This is an optimization exercise on Yosys and OpenROAD, whose aim is small area and a short achievable clock period, not a production implementation. Function was checked by simulation only, so behaviour that the tests miss may differ from the original. Power and IR drop assume default switching activity.

==> flow/design.v (excerpt) <==
module CPU(clk, Reset, imem_addr, imem_data, dmem_addr, dmem_wdata, dmem_we, dmem_re,
           dmem_rdata, wb_we, wb_dest, wb_data);
   input         Reset, clk;
   output [31:0] imem_addr;
   input [31:0]  imem_data;
   output [31:0] dmem_addr, dmem_wdata;
   output        dmem_we, dmem_re;
   input [31:0]  dmem_rdata;
   output        wb_we;
   output [4:0]  wb_dest;
   output [31:0] wb_data;
   integer       i;
   reg [31:0]    pc;
   reg [31:0]    ir;                  
   reg           idv;                 
   reg [31:1]    sa, sb;              
   reg           ba, bb;              
   reg           i_j, i_beq, i_bne;   
   reg [31:0]    e_a, e_b;            
   reg [15:0]    e_imm;
   reg [4:0]     e_sh, e_dest;
   reg           e_we, e_mr, e_mw, e_mult;
   reg           e_src, e_add, e_sub, e_and, e_or, e_slt, e_sll, e_srl, e_mfhi, e_mflo;
   reg [31:0]    m_res, m_sd;         
   reg [4:0]     m_dest;
   reg           m_we, m_mr, m_mw, m_mfhi, m_mflo;
   reg [31:0]    w_data;              
   reg [4:0]     w_dest;
   reg           w_we;
   reg           rclr;                
   reg [31:0]    ma;                  
   reg [7:0]     cneg, cone, ctwo;    
   reg [7:0]     lneg, lone, ltwo;    
   reg [63:0]    hs, hc;              
   reg           it2;                 
   reg           hz;                  
   reg [31:0]    rf [1:31];
   wire [4:0]    rs = ir[25:21];
   wire [4:0]    rt = ir[20:16];
   wire [4:0]    rd = ir[15:11];
   reg [31:0]    va, vb;
   always @(*) begin
      va = {32{ba}} & w_data;
      vb = {32{bb}} & w_data;
      for (i = 1; i < 32; i = i + 1) begin
         va = va | ({32{sa[i]}} & rf[i]);
         vb = vb | ({32{sb[i]}} & rf[i]);
      end
   end
   always @(posedge clk) begin
      for (i = 1; i < 32; i = i + 1)
        if (rclr || (w_we && w_dest == i))
          rf[i] <= rclr ? 32'd0 : w_data;
   end
   wire [5:0]    op = ir[31:26];
   wire [5:0]    fn = ir[5:0];
   wire          d_j    = op == 6'd2;
  ...
For scale: ~1,500 flip-flops, ~0.080 mm² of cells after synthesis.
clock: 11.0 ns
lec_check: 0
cap_margin: 20
core_margin: 2
core_utilization: 40
slew_margin: 20
standard.sh (not shown) runs the stock make flow with config.mk's settings and CLKGATE_MAP_FILE= SYNTH_SCRIPT=/design/flow/synth_recipe.tcl, a recipe that flattens the netlist after the stock synthesis.
==> flow/flow/run.sh <==
#!/bin/bash
# Standard ORFS layout with stronger timing repair: repair_timing aims for
# extra setup slack and may swap cells across footprints; ports get buf_2
# buffers instead of the default delay-cell buffers; clock tree leaves drive
# sink clusters of up to 25 and no dummy loads are added; design repair aims
# closer to the slew and capacitance limits.
set -uo pipefail
bash standard.sh \
  SETUP_SLACK_MARGIN=7.5 \
  MATCH_CELL_FOOTPRINT=0 \
  "BUFFER_PORTS_ARGS=-buffer_cell sky130_fd_sc_hd__buf_2" \
  CAP_MARGIN=10 \
  SLEW_MARGIN=10 \
  "CTS_ARGS=-sink_clustering_enable -repair_clock_nets -dont_use_dummy_load -sink_clustering_size 25 -sink_clustering_max_diameter 80" \
  finish > standard.log 2>&1
The first run ran to the end with no violations.
Change:
==> flow/flow/run.sh (replaced) <==
#!/bin/bash
# Standard ORFS layout with stronger timing repair: repair_timing aims for
# extra setup slack and may swap cells across footprints; ports get buf_1
# buffers instead of the default delay-cell buffers; clock tree leaves drive
# sink clusters of up to 27 and no dummy loads are added; design repair aims
# closer to the slew and capacitance limits.
set -uo pipefail
bash standard.sh \
  SETUP_SLACK_MARGIN=7.4 \
  MATCH_CELL_FOOTPRINT=0 \
  "BUFFER_PORTS_ARGS=-buffer_cell sky130_fd_sc_hd__buf_1" \
  CAP_MARGIN=10 \
  SLEW_MARGIN=10 \
  "CTS_ARGS=-sink_clustering_enable -repair_clock_nets -dont_use_dummy_load -sink_clustering_size 27 -sink_clustering_max_diameter 80" \
  finish > standard.log 2>&1
Outcome: The new run passed the timing, DRC and antenna checks; cell area decreases slightly; total power decreases by a few percent; critical path depth does not change; clock-buffer cell count decreases by 4; register-to-register slack improved by 0.08 ns; clock skew increases by 0.033 ns; setup slack improved by 0.081 ns; via count stays flat; hold slack got worse by 0.019 ns.
Change:
--- a/flow/flow/run.sh
+++ b/flow/flow/run.sh
@@ -4,3 +4,3 @@
 # buffers instead of the default delay-cell buffers; clock tree leaves drive
-# sink clusters of up to 27 and no dummy loads are added; design repair aims
+# sink clusters of up to 25 and no dummy loads are added; design repair aims
 # closer to the slew and capacitance limits.
@@ -13,3 +13,3 @@
   SLEW_MARGIN=10 \
-  "CTS_ARGS=-sink_clustering_enable -repair_clock_nets -dont_use_dummy_load -sink_clustering_size 27 -sink_clustering_max_diameter 80" \
+  "CTS_ARGS=-sink_clustering_enable -repair_clock_nets -dont_use_dummy_load -sink_clustering_size 25 -sink_clustering_max_diameter 80" \
   finish > standard.log 2>&1
Outcome:
- The new run went through all stages and came out clean
- worst setup slack degrades by 0.024 ns
- power stays flat
- synthesized cell count does not change
- non-clock buffer count came out higher by 22
- die area does not change
- routed wire length stays flat
- count of clock-buffer cells in the layout came out higher by 3
- design area rose by 0.48%
- via count grows by 0.38%
- combinational power is about the same

run 1:
Another version of the RTL of CPU (not shown whole).
For scale: ~6800 cells after synthesis, ~200 I/O pins, roughly 81000 sq um of cells after synthesis.
==> flow/config.mk <==
export PLATFORM = sky130hd
export DESIGN_NAME = CPU
export DESIGN_NICKNAME = CPU
export VERILOG_FILES = /design/flow/design.v
export SDC_FILE = /design/flow/constraint.sdc
export NUM_CORES = 8
export LEC_CHECK = 0
export CAP_MARGIN = 20
export CORE_MARGIN = 2
export CORE_UTILIZATION = 40
export SLEW_MARGIN = 20
==> flow/constraint.sdc <==
create_clock -name core_clock -period 11.0 [get_ports {clk}]
set_input_delay 2.2000 -clock core_clock [delete_from_list [all_inputs] [get_ports {clk}]]
set_output_delay 2.2000 -clock core_clock [all_outputs]
set_load 0.01 [all_outputs]
==> flow/flow/run.sh <==
#!/bin/bash
# Standard ORFS layout with stronger timing repair: repair_timing aims for
# extra setup slack, may swap cells across footprints, and ports get buf_4
# buffers instead of the default delay-cell buffers.
set -uo pipefail
bash standard.sh \
  SETUP_SLACK_MARGIN=7.2 \
  MATCH_CELL_FOOTPRINT=0 \
  "BUFFER_PORTS_ARGS=-buffer_cell sky130_fd_sc_hd__buf_4" \
  finish > standard.log 2>&1
Run 1 went all the way through synthesis, placement and routing and the layout is clean on timing, DRC and antenna.
diff inputs: run 1 => run 2
==> flow/flow/run.sh <==
#!/bin/bash
# Standard ORFS layout with stronger timing repair: repair_timing aims for
# extra setup slack and may swap cells across footprints; ports get buf_2
# buffers instead of the default delay-cell buffers; clock tree leaves drive
# sink clusters of up to 20 and no dummy loads are added.
set -uo pipefail
bash standard.sh \
  SETUP_SLACK_MARGIN=7.2 \
  MATCH_CELL_FOOTPRINT=0 \
  "BUFFER_PORTS_ARGS=-buffer_cell sky130_fd_sc_hd__buf_2" \
  "CTS_ARGS=-sink_clustering_enable -repair_clock_nets -dont_use_dummy_load -sink_clustering_size 20 -sink_clustering_max_diameter 60" \
  finish > standard.log 2>&1
## What came out
Looking at worst setup slack, run 2 sits 83 ps below run 1.
From run 1 to run 2, count of input and output buffers did not move at all.
Between run 1 and run 2, the flow reports total length of routed met3 wires decreasing slightly.
Final area: run 2 better than run 1
[inputs] run 3 vs run 2
--- a/flow/flow/run.sh
+++ b/flow/flow/run.sh
@@ -8 +8 @@
-  SETUP_SLACK_MARGIN=7.2 \
+  SETUP_SLACK_MARGIN=7.5 \
Results
- When run 3 is measured against run 2, its utilization after layout turns out 1.1 points higher.
- Compared run 3 vs run 2, and setup slack is up in run 3.
- sb[28] as the startpoint of the worst setup timing path was reported by run 3, and ctwo[0] by run 2.
- Compared with run 2, in run 3 share of the final layout cell area in sequential cells decreased by 0.83 points relative to the old numbers, layout overhead on the synthesized area increased by 2.8 points relative to the old numbers, detailed placer's ending HPWL increased by 2.2% relative to the old numbers, worst hold slack decreased by 12 ps relative to the old numbers, final design instance area without fill increased by 2.4% relative to the old numbers.
- Looking at net count reported at finish across run 3 and run 2, the one that comes out higher is run 3.
- ~same power per standard cell area in run 3 and run 2
- Between run 3 and run 2, the all-layer global routing usage does not differ in any meaningful way.
- Relative to run 2, the worst slack after detailed placement of run 3 is lower by 80 ps.

Setup of job 4970:
RTL: one of the versions met above, not the one the previous note started from.
For scale: about 200 I/O pins, roughly 80,000 um^2 of cells after synthesis.
==> flow/config.mk <==
export PLATFORM = sky130hd
export DESIGN_NAME = CPU
export DESIGN_NICKNAME = CPU
export VERILOG_FILES = /design/flow/design.v
export SDC_FILE = /design/flow/constraint.sdc
export NUM_CORES = 8
export LEC_CHECK = 0
export CAP_MARGIN = 20
export CORE_MARGIN = 2
export CORE_UTILIZATION = 40
export SLEW_MARGIN = 20
==> flow/constraint.sdc <==
create_clock -name core_clock -period 11.0 [get_ports {clk}]
set_input_delay 2.2000 -clock core_clock [delete_from_list [all_inputs] [get_ports {clk}]]
set_output_delay 2.2000 -clock core_clock [all_outputs]
set_load 0.01 [all_outputs]
==> flow/flow/run.sh <==
#!/bin/bash
# Standard ORFS layout with stronger timing repair: repair_timing aims for
# extra setup slack and may swap cells across footprints; ports get buf_2
# buffers instead of the default delay-cell buffers; clock tree leaves drive
# sink clusters of up to 25 and no dummy loads are added; design repair aims
# closer to the slew and capacitance limits.
set -uo pipefail
bash standard.sh \
  SETUP_SLACK_MARGIN=7.4 \
  MATCH_CELL_FOOTPRINT=0 \
  "BUFFER_PORTS_ARGS=-buffer_cell sky130_fd_sc_hd__buf_2" \
  CAP_MARGIN=10 \
  PLACE_DENSITY=0.70 \
  SLEW_MARGIN=10 \
  "CTS_ARGS=-sink_clustering_enable -repair_clock_nets -dont_use_dummy_load -sink_clustering_size 25 -sink_clustering_max_diameter 80" \
  finish > standard.log 2>&1
Per the final summary, job 4970 finished and its layout is clean on timing, DRC and antenna.
[inputs] job 8525 vs job 4970
==> flow/flow/run.sh <==
#!/bin/bash
# Standard ORFS layout with stronger timing repair: repair_timing aims for
# extra setup slack and may swap cells across footprints; ports get buf_2
# buffers instead of the default delay-cell buffers; clock tree leaves drive
# sink clusters of up to 20 and no dummy loads are added.
set -uo pipefail
bash standard.sh \
  SETUP_SLACK_MARGIN=7.6 \
  MATCH_CELL_FOOTPRINT=0 \
  "BUFFER_PORTS_ARGS=-buffer_cell sky130_fd_sc_hd__buf_2" \
  "CTS_ARGS=-sink_clustering_enable -repair_clock_nets -dont_use_dummy_load -sink_clustering_size 20 -sink_clustering_max_diameter 60" \
  finish > standard.log 2>&1
[summary]
When job 8525 is measured against job 4970, its source-to-sink clock delay at the later pin of the worst-skew pair turns out 0.03 ns higher.
[compare] base=job 4970 new=job 8525: relative contribution of combinational cells to total power up 0.3 points; worst setup slack before clock tree synthesis up 0.066 ns.
[inputs] job 3964 vs job 8525
==> flow/flow/run.sh <==
#!/bin/bash
# Standard ORFS layout with stronger timing repair: repair_timing aims for
# extra setup slack and may swap cells across footprints; ports get buf_2
# buffers instead of the default delay-cell buffers; clock tree leaves drive
# sink clusters of up to 25 and no dummy loads are added; design repair aims
# closer to the slew and capacitance limits.
set -uo pipefail
bash standard.sh \
  SETUP_SLACK_MARGIN=7.4 \
  MATCH_CELL_FOOTPRINT=0 \
  "BUFFER_PORTS_ARGS=-buffer_cell sky130_fd_sc_hd__buf_2" \
  CAP_MARGIN=10 \
  SLEW_MARGIN=10 \
  "CTS_ARGS=-sink_clustering_enable -repair_clock_nets -dont_use_dummy_load -sink_clustering_size 25 -sink_clustering_max_diameter 80" \
  finish > standard.log 2>&1
Findings:
Of the two values seen for beginning of the critical path, sb[19] was produced by job 8525 and sb[14] by job 3964. Between job 8525 and job 3964, the difference in number of placed instances with taps included is negligible. The number of detailed-route iterations in the first pass of job 3964 falls short of that of job 8525 by 1. In the metrics for job 8525 and job 3964, the one carrying the lower minimum hold slack is job 8525. Going from job 8525 to job 3964, utilization of the core after routing now sits lower, portion of the clock cycle consumed by the worst path in the final layout now sits lower.
> inputs changed (job 3964 -> job 1141)
-- flow/flow/run.sh --
<<< job 3964, line 8
bash standard.sh \
  SETUP_SLACK_MARGIN=7.4 \
  MATCH_CELL_FOOTPRINT=0 \
>>> job 1141, line 8
bash standard.sh \
  SETUP_SLACK_MARGIN=7.45 \
  MATCH_CELL_FOOTPRINT=0 \
Results
- Job 1141 finished all stages; the layout is clean.
- Comparing job 3964 and job 1141, the lower number of global-route vias before repair is on job 3964.
- Post-synthesis to final-layout area growth delta for job 1141 relative to job 3964: 1.6 points higher
- As far as combinational cell fraction of total power is concerned, job 1141 and job 3964 perform about the same.
- Compared to job 3964, the routing of job 1141 uses more wire.

-- separate check: timing with driven ports --
No port has a modelled driver above. Below, the same layouts with a new extraction and two added sets of constraints. Step 1 assumes that a clkbuf_16 drives the clock port and a buf_2 every other input. Step 2 times the ports against the registers' clock, not the clock port: input delays grow and output delays shrink by t, the midpoint of the rising clock arrivals with the driver on. a / b / c = ideal ports / drivers / drivers and shift; a / b = the first two.
run	t (ns)	setup slack, ns	pins driven straight from the clock port
the first run of note 1	0.841	7.128 / 7.128 / 6.873	1
the second run of note 1	0.849	7.210 / 7.210 / 6.778	1
the third run of note 1	0.853	7.186 / 7.186 / 6.674	1
run 1	0.911	7.108 / 7.108 / 6.627	1
run 2	0.883	7.024 / 7.024 / 6.868	1
run 3	0.892	7.147 / 7.147 / 6.876	1
job 4970	0.850	7.191 / 7.191 / 6.901	1
job 8525	0.905	7.193 / 7.133 / 6.922	1
job 3964	0.858	7.246 / 7.246 / 6.769	1
job 1141	0.873	7.180 / 7.180 / 6.687	1
After both steps every run listed still meets setup and hold. The setup slack of the third run of note 1, which loses most, moves by 0.000 ns with the drivers and by -0.512 ns with both steps.
